This design comes from an exercise in tuning for a short achievable clock period and few clock cycles on the open sky130 flow, not from production work. Function was checked by simulation only, so behaviour that the tests miss may differ from the original. Power and IR drop assume default switching activity.

File: run.sh
#!/bin/bash
# synth_recipe.tcl (not shown) runs the flow's synth.tcl, then flattens the netlist and writes it again
# the make line also repeats each setting of config.mk as NAME=value (left out here)
make -C /OpenROAD-flow-scripts/flow DESIGN_CONFIG=/design/flow/config.mk WORK_HOME=/design/flow/orfs CLKGATE_MAP_FILE= SYNTH_SCRIPT=/design/flow/synth_recipe.tcl finish
File: config.mk
export PLATFORM = sky130hd
export DESIGN_NAME = cpu
export DESIGN_NICKNAME = cpu
export VERILOG_FILES = /design/flow/design.v
export SDC_FILE = /design/flow/constraint.sdc
export NUM_CORES = 4
export LEC_CHECK = 0
export ABC_CLOCK_PERIOD_IN_PS = 2000
export CAP_MARGIN = 20
export CORE_MARGIN = 2
export CORE_UTILIZATION = 40
export SETUP_SLACK_MARGIN = 4
export SLEW_MARGIN = 20
File: constraint.sdc
create_clock -name core_clock -period 6.0 [get_ports {clock}]
set_input_delay 1.2000 -clock core_clock [delete_from_list [all_inputs] [get_ports {clock}]]
set_output_delay 1.2000 -clock core_clock [all_outputs]
set_load 0.01 [all_outputs]
File: design.v
`timescale 1ns / 10ps
module cpu(clock, reset, imem_addr, imem_rdata, dmem_addr, dmem_we, dmem_wdata, dmem_rdata);
	input clock;
	input reset;
	output[11:0] imem_addr;
	input[15:0] imem_rdata;
	output[10:0] dmem_addr;
	output dmem_we;
	output[15:0] dmem_wdata;
	input[15:0] dmem_rdata;
	reg [10:0] pc;           
	reg        s2_hold;      
	reg        s2_add, s2_sub, s2_and, s2_or, s2_not, s2_shl, s2_shr;
	reg        s2_ld, s2_st, s2_br;
	reg [1:0]  s2_cond;
	reg [2:0]  s2_rd;        
	reg        s2_bf;        
	reg        s2_fsd;       
	reg [15:0] s2_a, s2_b, s2_sd;
	reg [5:0]  s2_imm;
	reg        s3_ld, s3_st;
	reg [7:1]  s3_ao;        
	reg [7:1]  s3_lo;        
	reg        s3_isum, s3_idiff, s3_ioth;  
	reg [15:0] s3_sum, s3_diff, s3_oth, s3_sd;
	reg [15:0] rf [1:7];
	wire [15:0] inst = imem_rdata;
	wire [3:0] op  = inst[15:12];
	wire [2:0] f_rd  = inst[11:9];
	wire [2:0] f_rs1 = inst[8:6];
	wire [2:0] f_rs2 = inst[5:3];
	wire rr     = (op >= 4'd1) && (op <= 4'd8);       
	wire d_addi = op == 4'd9;
	wire d_ld   = op == 4'd10;
	wire d_st   = op == 4'd11;
	wire d_br   = op == 4'd12;
	wire d_inv  = (op == 4'd0) || (op >= 4'd13) || (d_br && (f_rd[2] || (f_rd[1] && f_rd[0])))
		|| (rr && (inst[2:0] != 3'b0));
	wire d_wr   = rr || d_addi || d_ld;             
	wire use1   = (op >= 4'd1) && (op <= 4'd11);    
	wire use2   = rr && (op != 4'd5);               
	wire [15:0] imm = {{10{inst[5]}}, inst[5:0]};
	wire s2_wr = s2_rd != 3'd0;
	wire hit1 = s2_wr && f_rs1 == s2_rd;
	wire hit2 = s2_wr && f_rs2 == s2_rd;
	wire hit3 = s2_wr && f_rd  == s2_rd;
	wire stall = (hit1 && (use1 || (d_br && s2_ld))) || (hit2 && use2);
	wire [15:0] s3_res = ({16{s3_isum}} & s3_sum) | ({16{s3_idiff}} & s3_diff) |
	                     ({16{s3_ioth}} & s3_oth);
	wire [15:0] wb = s3_ld ? dmem_rdata : s3_res;
	assign dmem_addr  = s3_sum[10:0];
	assign dmem_we    = s3_st;
	assign dmem_wdata = s3_sd;
	assign imem_addr  = {pc, 1'b0};
	wire [15:0] sum  = s2_a + s2_b;
	wire [15:0] diff = s2_a - s2_b;
	wire        big  = |s2_b[15:4];
	wire [15:0] shl  = big ? 16'd0 : (s2_a << s2_b[3:0]);
	wire [15:0] shr  = big ? 16'd0 : (s2_a >> s2_b[3:0]);
	wire [15:0] oth =
		({16{s2_and}} & (s2_a & s2_b)) |
		({16{s2_or}}  & (s2_a | s2_b)) |
		({16{s2_not}} & ~s2_a) |
		({16{s2_shl}} & shl) |
		({16{s2_shr}} & shr);
	wire z_a    = s2_a == 16'd0;
	wire z_sum  = s3_sum == 16'd0;
	wire z_diff = s3_diff == 16'd0;
	wire z_oth  = s3_oth == 16'd0;
	wire a_zero = s2_bf ? ((s3_isum & z_sum) | (s3_idiff & z_diff) | (s3_ioth & z_oth)) : z_a;
	wire a_neg  = s2_bf ? s3_res[15] : s2_a[15];
	wire taken = s2_br && (s2_cond == 2'd0 ? a_zero :
	                       s2_cond == 2'd1 ? (~a_neg & ~a_zero) :
	                                         (a_neg | a_zero));
	reg [10:0] pc_inc;
	integer k;
	always @* begin
		pc_inc[0] = ~pc[0];
		for (k = 1; k < 11; k = k + 1)
			pc_inc[k] = pc[k] ^ (&(pc | ~((11'd1 << k) - 11'd1)));
	end
	wire [10:0] pc_br  = pc + {{5{s2_imm[5]}}, s2_imm};
	wire [10:0] pc_next = taken ? pc_br : (stall || s2_hold) ? pc : pc_inc;
	wire [15:0] rv [0:7];
	assign rv[0] = 16'd0;
	genvar g;
	generate for (g = 1; g < 8; g = g + 1) begin : rvg
		assign rv[g] = s3_ao[g] ? s3_res : rf[g];
	end endgenerate
	wire [7:0] lo = {s3_lo, 1'b0};
	wire [15:0] v1 = lo[f_rs1] ? dmem_rdata : rv[f_rs1];
	wire [15:0] v2 = lo[f_rs2] ? dmem_rdata : rv[f_rs2];
	wire [15:0] v3 = lo[f_rd]  ? dmem_rdata : rv[f_rd];
	always @(posedge clock) begin
		if (reset) begin
			pc <= 11'd0;
			s2_hold <= 1'b1;
			s2_add <= 1'b0; s2_sub <= 1'b0; s2_and <= 1'b0; s2_or <= 1'b0;
			s2_not <= 1'b0; s2_shl <= 1'b0; s2_shr <= 1'b0;
			s2_ld <= 1'b0; s2_st <= 1'b0; s2_br <= 1'b0;
			s2_rd <= 3'd0; s2_bf <= 1'b0; s2_fsd <= 1'b0;
			s3_ld <= 1'b0; s3_st <= 1'b0; s3_ao <= 7'd0; s3_lo <= 7'd0;
			s3_isum <= 1'b0; s3_idiff <= 1'b0; s3_ioth <= 1'b0;
		end else begin
			pc <= pc_next;
			if (stall) begin
				s2_hold <= 1'b0;
				s2_add <= 1'b0; s2_sub <= 1'b0; s2_and <= 1'b0; s2_or <= 1'b0;
				s2_not <= 1'b0; s2_shl <= 1'b0; s2_shr <= 1'b0;
				s2_ld <= 1'b0; s2_st <= 1'b0; s2_br <= 1'b0;
				s2_rd <= 3'd0; s2_bf <= 1'b0; s2_fsd <= 1'b0;
			end else begin
				s2_hold <= d_inv;
				s2_add <= op == 4'd1 || d_addi || d_ld || d_st;
				s2_sub <= op == 4'd2;
				s2_and <= op == 4'd3;
				s2_or  <= op == 4'd4;
				s2_not <= op == 4'd5;
				s2_shl <= op == 4'd6;
				s2_shr <= op == 4'd7 || op == 4'd8;
				s2_ld  <= d_ld;
				s2_st  <= d_st;
				s2_br  <= d_br && !d_inv;
				s2_rd  <= d_wr ? f_rd : 3'd0;
				s2_bf  <= hit1;
				s2_fsd <= hit3;
			end
			s3_ld <= s2_ld;
			s3_st <= s2_st;
			s3_ao <= s2_ld ? 7'd0 : (8'd1 << s2_rd) >> 1;
			s3_lo <= s2_ld ? (8'd1 << s2_rd) >> 1 : 7'd0;
			s3_isum  <= s2_add;
			s3_idiff <= s2_sub;
			s3_ioth  <= ~s2_add & ~s2_sub;
			for (k = 1; k < 8; k = k + 1)
				if (s3_ao[k] || s3_lo[k])
					rf[k] <= wb;
		end
		s2_cond <= inst[10:9];
		s2_imm  <= inst[5:0];
		s2_a  <= v1;
		s2_b  <= rr ? v2 : imm;
		s2_sd <= v3;
		s3_sum  <= sum;
		s3_diff <= diff;
		s3_oth  <= oth;
		s3_sd   <= s2_fsd ? wb : s2_sd;
	end
endmodule
==> run notes <==
==> per-layer routing <==
layer	GRT usage	vias to the layer above	wire (um)
met2	0.4800	1130	31710
met1	0.3845	8171	27040
met3	0.06943	304	7133
met5	0	-	0
li1	-	7343	-
met4	0.1697	0	4685
==> cell type report <==
cell class | count | area, um^2
multi-input cells | 1353 | 11270
repair inverters | 1 | 7.507
repair buffers | 348 | 3805
flip-flops and latches | 277 | 6818
inverters | 83 | 372.9
fillers | 3446 | 17550
diodes | 1 | 2.502
well taps | 539 | 674.4
clock inverters | 14 | 256.5
clock buffers | 44 | 904.6
==> registers in the layout, indices dropped and copies added (netlist names), 2 cells and up <==
signal / count
s3_sum: 15
s2_b: 16
rf: 112
pc: 11
s3_lo: 7
s2_cond: 2
s3_sd: 16
s2_a: 16
s2_sd: 16
s3_oth: 16
s3_diff: 16
s2_imm: 6
s3_ao: 7
s2_rd: 3
==> cell families after synthesis <==
group,after synthesis,share of synthesized area
AO/OA/AOI/OAI,586,0.2273
AND/OR/NAND/NOR,505,0.1330
flip-flops,277,0.3971
buffers and inverters,228,0.05769
multiplexers,146,0.1103
adder cells (fa/ha/maj),65,0.04979
XOR/XNOR,47,0.02452
other,1,0.0002234
==> report_power, final <==
part           internal, uW  leakage [uW]  switching [uW]
clock network          1350      0.000573             814
registers              2150       0.00243             186
logic                   870       0.00632             950
total                  4360       0.00932            1950
==> per-stage QoR <==
stage,std cells,cell area [um^2],util,total power [uW],setup WS (ps)
detailed placement,2359,18170,0.4361,3499,1625
floorplan,1855,17380,-,3117,3073
CTS,2580,22350,0.5365,6039,3458
global placement,2359,18170,0.4361,3492,1738
finish,2660,24110,0.5787,6313,3393
global route,2659,24110,0.5786,6511,3361
==> synthesized netlist by cell type (31+ instances only) <==
cell type  number  area, um^2
nor2_1        196       735.7
dfxtp_1       165        3303
nand2_1       161       604.3
o21ai_0       146       730.7
a21oi_1       139       695.7
edfxtp_1      112        3363
clkbuf_1      100       375.4
mux2i_1        86       860.8
inv_1          79       296.5
ha_1           62       775.7
o22ai_1        40       250.2
mux2_2         32       360.4
a22o_1         31       271.5
==> placed cells by master, fill, tap and decap left out, types with 16 or more instances in the layout <==
cell / Yosys / layout
clkbuf_16: 0 / 34
a222oi_1: 19 / 19
a21oi_4: 0 / 19
nor2_2: 0 / 17
dfxtp_4: 0 / 33
o21ai_0: 146 / 56
nor3_1: 26 / 18
nor2_1: 196 / 164
edfxtp_1: 112 / 112
buf_6: 3 / 90
nand3_1: 24 / 21
o21ai_4: 0 / 17
inv_1: 79 / 65
dfxtp_1: 165 / 110
a21oi_1: 139 / 86
a21o_1: 16 / 16
mux4_2: 28 / 28
a22o_1: 31 / 31
o22ai_1: 40 / 37
ha_1: 62 / 48
mux2_2: 32 / 19
xor2_1: 19 / 18
o21ai_2: 1 / 42
buf_4: 12 / 167
o21ai_1: 8 / 40
mux2i_1: 86 / 66
xnor2_1: 28 / 25
a21oi_2: 1 / 36
a31oi_1: 22 / 17
nand2_1: 161 / 140
a22oi_1: 21 / 17
buf_12: 0 / 38
dfxtp_2: 0 / 22
nand2_2: 0 / 16
==> worst min-delay path by stage <==
| stage | startpoint | to | slack [ps] | cells after the start |
|---|---|---|---|---|
| floorplan | s2_add | s3_ioth | 380 | 1 |
| global placement | s2_add | s3_ioth | 390 | 1 |
| detailed placement | s2_sub | s3_ioth | 400 | 1 |
| CTS | s2_sub | s3_ioth | 400 | 1 |
| global route | s2_sub | s3_ioth | 420 | 1 |
| finish | s2_sub | s3_ioth | 400 | 1 |
==> worst max-delay path: stages <==
cell and delay, ps:
buf_12 110, buf_12 130, mux2_4 290, mux4_2 600, o21ba_4 360, o21ai_2 80, a31oi_1 140, a211oi_1 100
nor2_1 110
==> what timing repair did <==
item | in CTS | in global routing
resized for setup | 632 | 277
setup endpoints to repair | 389 | 289
setup buffers | 148 | 75
gates cloned | 15 | 4
pin swaps | 114 | 133
==> flow_summary.toml <==
[global_routing]
grt_usage = 0.3038
grt_max_degree = 50
overflow = 0
grt_pass1_wl_mm = 100.8
antenna_found_initial = 1
grt_pass1_vias = 16170

[sta]
setup_violations = 0
timing.slew.headroom = 0.4328
max_freq_mhz = 383.5
maxSlewViolCount = 0
worstMarginPinSlew_ps = 849.6
fin_crit_sh = 0.4345
clock_skew_ps = 16.43
finalHoldViolations = 0
fin_setup_tns_ps = 0
timing.hold.ws_ps = 404.7
grt_setup_unrepaired = "yes"
finalCriticalPeriod_ps = 2607

[worst_setup_path]
r2r_cells = 10
cp.arrival_ps = 3130
endpoint_kind = "flip-flop"
path_class = "in2reg"
start_kind = "primary input"
crit_start = "imem_rdata[4]"
reg2reg_to = "s3_diff[14]"
reg2reg_slack_ps = 3530
crit_fanout = 7
endpoint = "s2_b[14]"
cp.required_ps = 6530
reg2reg_from = "s2_b[0]"

[logic_synthesis]
yosys_warnings = 2
async_reset_ff_frac = 0
yosysSeqAreaShare = 0.3971
synth-edff-count = 112
synth_seq_cells = 277
synth_ff_type = "dfxtp_1"
syn_area_um2 = 16790
postSynthAreaPerCell_um2 = 9.049
synth_nets = 1954
synthCells = 1855
synth_cell_type_count = 80

[cts]
clock_path_buffers = 3
cts_tree = "done"
cts_hold_buf = 0
path_clk_slew_ps = 60
cts_root_buf = "clkbuf_16"
htreeDepth = 1
cts-buffers-inserted = 31
cts_sinks = 277
clk_latency_ps = 600

[pwr]
power_leakage_uw = 0.009319
irDropWorstVdd_mv = 0.2554
powerDensity_nw_per_um2 = 261.9

[layout]
drive_gt1_frac = 0.3953
area_growth_pct = 43.63
nNetsFinal = 2194

[die]
initial_utilization = 0.4029
die_area_um2 = 43620
ios = 74
die_y_um = 208.9
row_count = 75
coreArea_um2 = 41670
die_w_um = 208.9

[run_status]
outcome = "timing/DRC/antenna clean"

[routing]
wire_per_inst_um = 26.53
drc = 0
drtIter0Drc = 2313
num_vias = 16950
drt_wl_total_mm = 70.57
viasPerCell = 6.371
ant_nets = 0
first_pass_iters = 8

[placement]
post-dp-hpwl_mm = 42.54
port_buffers = 72
gp_congestion = 0.9967

[flow_run]
cap_violations = 0

[hold_path]
hp-class = "reg2reg"
Testbench counts, summed over its fixed seeds: cycles 64,218.

## what the ideal ports hide
Ports are ideal in the flow. The routed layout listed here was re-timed in OpenROAD.
Step 1, drivers: a clkbuf_16 drives clock and a buf_2 each remaining input, both assumed.
Step 2 adds t to the input delays and takes it off the output delays; t is the mean of the earliest and latest rising clock arrival at the registers after step 1. Input paths then give back, and output paths get back, about the clock's delay inside the block.
a / b / c = no drivers / after step 1 / after step 2; a / b = the first two.
t (ns): 0.651
setup slack, ns: 3.393 / 3.402 / 2.751
latest minus earliest clock arrival (ns): 0.018 / 0.018
After both steps setup and hold are still met in this run. The setup slack of this run moves by +0.009 ns with the drivers and by -0.642 ns with both steps.
